What follows belongs to an exercise in optimizing a design on an open flow for small area, a short achievable clock period and few clock cycles; a production flow would make more cautious choices. Function was checked by simulation only, so behaviour that the tests miss may differ from the original. Power is estimated from default activity; no workload was simulated.

==> quartz: inputs <==
==> flow/design.v <==
`timescale 1ns / 1ps
module vit_comb(i_data, dec);
input [15:0] i_data;
output [5:0] dec;
  wire new_n23, new_n24, new_n25, new_n26, new_n27, new_n28, new_n29,
    new_n30, new_n31, new_n32, new_n33, new_n34, new_n35, new_n36, new_n37,
    new_n38, new_n39, new_n40, new_n41, new_n42, new_n43, new_n44, new_n45,
    new_n46, new_n47, new_n48, new_n49, new_n50, new_n51, new_n52, new_n53,
    new_n54, new_n55, new_n56, new_n57, new_n58, new_n59, new_n60, new_n61,
    new_n62, new_n63, new_n64, new_n65, new_n66, new_n67, new_n68, new_n69,
    new_n70, new_n71, new_n72, new_n73, new_n74, new_n75, new_n76, new_n77,
    new_n78, new_n79, new_n80, new_n81, new_n82, new_n83, new_n84, new_n85,
    new_n86, new_n87, new_n88, new_n89, new_n90, new_n91, new_n92, new_n93,
    new_n94, new_n95, new_n96, new_n97, new_n98, new_n99, new_n100,
    new_n101, new_n102, new_n103, new_n104, new_n105, new_n106, new_n107,
    new_n108, new_n109, new_n110, new_n111, new_n112, new_n113, new_n114,
    new_n115, new_n116, new_n117, new_n118, new_n119, new_n120, new_n121,
    new_n122, new_n123, new_n124, new_n125, new_n126, new_n127, new_n128,
    new_n129, new_n131, new_n132, new_n133, new_n134, new_n135, new_n136,
    new_n137, new_n138, new_n140, new_n141, new_n142, new_n143, new_n144,
    new_n145, new_n146, new_n147, new_n148, new_n149, new_n150, new_n151,
    new_n153, new_n154, new_n155, new_n156, new_n157, new_n158, new_n159,
    new_n160, new_n161, new_n162, new_n163, new_n164, new_n165, new_n166,
    new_n167, new_n169, new_n170, new_n171, new_n172, new_n173, new_n174,
    new_n175, new_n176, new_n177, new_n178, new_n180, new_n181, new_n182,
    new_n183, new_n184, new_n185, new_n186, new_n187, new_n188;
  assign new_n23 = i_data[14] & ~i_data[15];
  assign new_n24 = ~i_data[14] & i_data[15];
  assign new_n25 = ~new_n23 & ~new_n24;
  assign new_n26 = ~i_data[12] & ~new_n25;
  assign new_n27 = i_data[12] & new_n25;
  assign new_n28 = ~new_n26 & ~new_n27;
  assign new_n29 = ~i_data[10] & ~i_data[11];
  assign new_n30 = i_data[10] & i_data[11];
  assign new_n31 = ~new_n29 & ~new_n30;
  assign new_n32 = ~new_n28 & new_n31;
  assign new_n33 = new_n28 & ~new_n31;
  assign new_n34 = ~new_n32 & ~new_n33;
  assign new_n35 = ~i_data[8] & ~i_data[9];
  assign new_n36 = i_data[8] & i_data[9];
  assign new_n37 = ~new_n35 & ~new_n36;
  assign new_n38 = i_data[12] & ~i_data[13];
  assign new_n39 = ~i_data[12] & i_data[13];
  assign new_n40 = ~new_n38 & ~new_n39;
  assign new_n41 = i_data[10] & ~new_n40;
  assign new_n42 = ~i_data[10] & new_n40;
  assign new_n43 = ~new_n41 & ~new_n42;
  assign new_n44 = new_n37 & new_n43;
  assign new_n45 = ~new_n37 & ~new_n43;
  assign new_n46 = ~new_n44 & ~new_n45;
  assign new_n47 = ~new_n34 & ~new_n46;
  assign new_n48 = ~i_data[6] & ~i_data[7];
  assign new_n49 = i_data[6] & i_data[7];
  assign new_n50 = ~new_n48 & ~new_n49;
  assign new_n51 = i_data[9] & ~i_data[11];
  assign new_n52 = ~i_data[9] & i_data[11];
  assign new_n53 = ~new_n51 & ~new_n52;
  assign new_n54 = new_n40 & new_n53;
  assign new_n55 = ~new_n40 & ~new_n53;
  assign new_n56 = ~new_n54 & ~new_n55;
  assign new_n57 = new_n50 & new_n56;
  assign new_n58 = ~new_n50 & ~new_n56;
  assign new_n59 = ~new_n57 & ~new_n58;
  assign new_n60 = new_n47 & ~new_n59;
  assign new_n61 = ~new_n34 & new_n43;
  assign new_n62 = new_n34 & new_n37;
  assign new_n63 = ~new_n61 & ~new_n62;
  assign new_n64 = i_data[5] & ~i_data[7];
  assign new_n65 = ~i_data[5] & i_data[7];
  assign new_n66 = ~new_n64 & ~new_n65;
  assign new_n67 = new_n63 & new_n66;
  assign new_n68 = ~new_n63 & ~new_n66;
  assign new_n69 = ~new_n67 & ~new_n68;
  assign new_n70 = ~i_data[4] & ~i_data[5];
  assign new_n71 = i_data[4] & i_data[5];
  assign new_n72 = ~new_n70 & ~new_n71;
  assign new_n73 = ~new_n60 & new_n72;
  assign new_n74 = ~new_n34 & new_n59;
  assign new_n75 = i_data[6] & new_n63;
  assign new_n76 = ~i_data[6] & ~new_n63;
  assign new_n77 = ~new_n75 & ~new_n76;
  assign new_n78 = ~new_n74 & new_n77;
  assign new_n79 = ~new_n72 & ~new_n78;
  assign new_n80 = ~new_n73 & ~new_n79;
  assign new_n81 = new_n69 & new_n80;
  assign new_n82 = i_data[2] & ~new_n81;
  assign new_n83 = ~new_n60 & new_n82;
  assign new_n84 = ~i_data[3] & ~new_n83;
  assign new_n85 = ~new_n47 & new_n50;
  assign new_n86 = new_n47 & new_n56;
  assign new_n87 = ~new_n85 & ~new_n86;
  assign new_n88 = i_data[4] & new_n87;
  assign new_n89 = ~i_data[4] & ~new_n87;
  assign new_n90 = ~new_n88 & ~new_n89;
  assign new_n91 = ~new_n74 & ~new_n77;
  assign new_n92 = new_n90 & ~new_n91;
  assign new_n93 = ~new_n72 & new_n92;
  assign new_n94 = new_n84 & new_n93;
  assign new_n95 = ~i_data[0] & ~i_data[1];
  assign new_n96 = new_n60 & new_n69;
  assign new_n97 = ~new_n90 & new_n96;
  assign new_n98 = i_data[0] & i_data[1];
  assign new_n99 = ~new_n97 & ~new_n98;
  assign new_n100 = ~new_n95 & ~new_n99;
  assign new_n101 = ~new_n60 & ~new_n72;
  assign new_n102 = ~new_n78 & ~new_n101;
  assign new_n103 = new_n74 & ~new_n90;
  assign new_n104 = new_n102 & ~new_n103;
  assign new_n105 = ~i_data[2] & new_n96;
  assign new_n106 = new_n72 & new_n90;
  assign new_n107 = ~i_data[3] & ~new_n106;
  assign new_n108 = ~new_n105 & new_n107;
  assign new_n109 = new_n104 & new_n108;
  assign new_n110 = ~new_n100 & ~new_n109;
  assign new_n111 = ~new_n94 & ~new_n110;
  assign new_n112 = new_n78 & new_n101;
  assign new_n113 = ~new_n69 & new_n80;
  assign new_n114 = ~i_data[2] & ~i_data[3];
  assign new_n115 = ~new_n113 & new_n114;
  assign new_n116 = new_n104 & ~new_n115;
  assign new_n117 = i_data[2] & i_data[3];
  assign new_n118 = ~new_n113 & new_n117;
  assign new_n119 = ~new_n116 & ~new_n118;
  assign new_n120 = ~new_n112 & ~new_n119;
  assign new_n121 = ~new_n84 & ~new_n93;
  assign new_n122 = ~new_n120 & new_n121;
  assign new_n123 = ~new_n111 & ~new_n122;
  assign new_n124 = new_n95 & ~new_n97;
  assign new_n125 = ~i_data[2] & ~new_n60;
  assign new_n126 = i_data[3] & ~new_n125;
  assign new_n127 = ~new_n78 & new_n126;
  assign new_n128 = new_n106 & new_n127;
  assign new_n129 = ~new_n124 & ~new_n128;
  assign dec[0] = ~new_n123 & new_n129;
  assign new_n131 = i_data[3] & ~new_n97;
  assign new_n132 = ~new_n82 & new_n131;
  assign new_n133 = ~new_n92 & new_n102;
  assign new_n134 = ~new_n132 & new_n133;
  assign new_n135 = ~i_data[3] & new_n82;
  assign new_n136 = ~new_n134 & ~new_n135;
  assign new_n137 = dec[0] & ~new_n136;
  assign new_n138 = ~new_n119 & ~dec[0];
  assign dec[1] = new_n137 | new_n138;
  assign new_n140 = ~new_n73 & dec[1];
  assign new_n141 = ~new_n79 & ~new_n101;
  assign new_n142 = ~dec[1] & new_n141;
  assign new_n143 = ~new_n140 & ~new_n142;
  assign new_n144 = ~i_data[4] & ~dec[0];
  assign new_n145 = i_data[4] & dec[0];
  assign new_n146 = ~new_n144 & ~new_n145;
  assign new_n147 = new_n143 & new_n146;
  assign new_n148 = new_n73 & new_n91;
  assign new_n149 = ~new_n87 & ~new_n112;
  assign new_n150 = ~new_n148 & new_n149;
  assign new_n151 = ~new_n143 & new_n150;
  assign dec[2] = new_n147 | new_n151;
  assign new_n153 = i_data[6] & dec[1];
  assign new_n154 = ~i_data[6] & ~dec[1];
  assign new_n155 = ~new_n153 & ~new_n154;
  assign new_n156 = ~new_n37 & ~new_n59;
  assign new_n157 = ~new_n63 & ~new_n156;
  assign new_n158 = i_data[7] & dec[2];
  assign new_n159 = ~i_data[7] & ~dec[2];
  assign new_n160 = ~new_n158 & ~new_n159;
  assign new_n161 = ~dec[1] & ~new_n160;
  assign new_n162 = dec[1] & new_n160;
  assign new_n163 = ~new_n60 & ~new_n162;
  assign new_n164 = ~new_n161 & new_n163;
  assign new_n165 = new_n157 & new_n164;
  assign new_n166 = ~new_n155 & ~new_n165;
  assign new_n167 = ~new_n157 & ~new_n164;
  assign dec[3] = ~new_n166 & ~new_n167;
  assign new_n169 = new_n37 & ~dec[3];
  assign new_n170 = ~new_n37 & dec[3];
  assign new_n171 = ~new_n169 & ~new_n170;
  assign new_n172 = ~i_data[8] & dec[2];
  assign new_n173 = i_data[8] & ~dec[2];
  assign new_n174 = ~new_n172 & ~new_n173;
  assign new_n175 = new_n171 & new_n174;
  assign new_n176 = new_n33 & ~new_n46;
  assign new_n177 = ~new_n32 & ~new_n171;
  assign new_n178 = ~new_n176 & ~new_n177;
  assign dec[4] = ~new_n175 & new_n178;
  assign new_n180 = ~new_n31 & ~dec[4];
  assign new_n181 = new_n31 & dec[4];
  assign new_n182 = ~new_n180 & ~new_n181;
  assign new_n183 = ~i_data[10] & ~dec[3];
  assign new_n184 = i_data[10] & dec[3];
  assign new_n185 = ~new_n183 & ~new_n184;
  assign new_n186 = ~new_n182 & new_n185;
  assign new_n187 = new_n34 & ~new_n40;
  assign new_n188 = new_n182 & new_n187;
  assign dec[5] = new_n186 | new_n188;
endmodule
module viterbi_decoder(sys_clk,rst,en,i_data,o_data,o_done);
input sys_clk,rst,en;
input [15:0] i_data;
output [7:0] o_data;
output o_done;
reg done;
reg [5:0] q;
wire [5:0] dec;
vit_comb U0 (.i_data(i_data), .dec(dec));
always @(posedge sys_clk or negedge rst)
    if (rst == 0) done <= 1'b0;
    else if (en) done <= 1'b1;
always @(posedge sys_clk)
    if (!done) q <= dec;
assign o_done = done;
assign o_data = {q, 2'b00};
endmodule
==> flow/flow/run.sh <==
#!/bin/bash
# The standard layout (the standard.sh, standard synthesis unchanged),
# except that the port buffers are made from sky130_fd_sc_hd__buf_2 instead of
# the delay cell that buffer_ports picks by default. Every port still gets
# one buffer. The make output goes to make_finish.log; ORFS's own per-step
# logs are under orfs/logs/.
set -euo pipefail
bash standard.sh "BUFFER_PORTS_ARGS=-buffer_cell sky130_fd_sc_hd__buf_2" finish > make_finish.log 2>&1
==> flow/standard.sh <==
#!/bin/bash
# synth_recipe.tcl (not shown) runs the flow's synth.tcl, then flattens the netlist and writes it again
# the make line also repeats each setting of config.mk as NAME=value (left out here)
make -C /OpenROAD-flow-scripts/flow DESIGN_CONFIG=/design/flow/config.mk WORK_HOME=/design/flow/orfs CLKGATE_MAP_FILE= SYNTH_SCRIPT=/design/flow/synth_recipe.tcl "${@:-finish}"
==> flow/config.mk <==
export PLATFORM = sky130hd
export DESIGN_NAME = viterbi_decoder
export DESIGN_NICKNAME = viterbi_decoder
export VERILOG_FILES = /design/flow/design.v
export SDC_FILE = /design/flow/constraint.sdc
export NUM_CORES = 4
export LEC_CHECK = 0
export ABC_AREA = 1
export CAP_MARGIN = 20
export CORE_MARGIN = 2
export CORE_UTILIZATION = 40
export CTS_BUF_LIST = sky130_fd_sc_hd__clkbuf_2
export SETUP_SLACK_MARGIN = 0.3
export SLEW_MARGIN = 20
==> flow/constraint.sdc <==
create_clock -name core_clock -period 5.0 [get_ports {sys_clk}]
set_input_delay 1.0000 -clock core_clock [delete_from_list [all_inputs] [get_ports {sys_clk}]]
set_output_delay 1.0000 -clock core_clock [all_outputs]
set_load 0.01 [all_outputs]
==> amber (differences from quartz) <==
CTS_BUF_LIST = unset   (was sky130_fd_sc_hd__clkbuf_2)
SETUP_SLACK_MARGIN = 0.8   (was 0.3)
==> umber (differences from quartz) <==
CTS_BUF_LIST = unset   (was sky130_fd_sc_hd__clkbuf_2)
==> comparison <==
- Area after synthesis is the same in amber and umber.
- Against umber, the power of quartz is smaller by about 2%.
- Of quartz and umber, umber has the higher setup slack (gap 18 ps).
- The highest clock skew belongs to quartz, the lowest to amber.
Testbench counts of quartz, summed over its fixed seeds: cycles 3,200.
Testbench counts of amber, summed over its fixed seeds: cycles 3,200.
Testbench counts of umber, summed over its fixed seeds: cycles 3,200.

static timing again, ports no longer ideal:
How much do the figures lean on ideal ports? The routed layouts below were timed once more, with nothing changed but the port constraints. Step 1, drivers: a clkbuf_16 drives sys_clk and a buf_2 each remaining input, both assumed. Step 2, shift: input delay + t, output delay - t, t = (earliest + latest rising clock arrival at the registers) / 2. This alone moves slack from input paths to output paths. Slacks: ideal ports / drivers / drivers and shift; pairs: ideal ports / drivers.
run	shift t [ns]	setup slack, ns	latest minus earliest clock arrival (ns)	cell pins on the clock port's net
quartz	0.242	0.727 / 0.728 / 0.485	0.009 / 0.009	1
amber	0.263	0.949 / 0.937 / 0.674	0.004 / 0.004	1
umber	0.264	0.745 / 0.746 / 0.483	0.006 / 0.005	1
After both steps every run listed still meets setup and hold. For amber, which loses most, drivers alone change the setup slack by -0.012 ns; drivers and shift together by -0.275 ns.
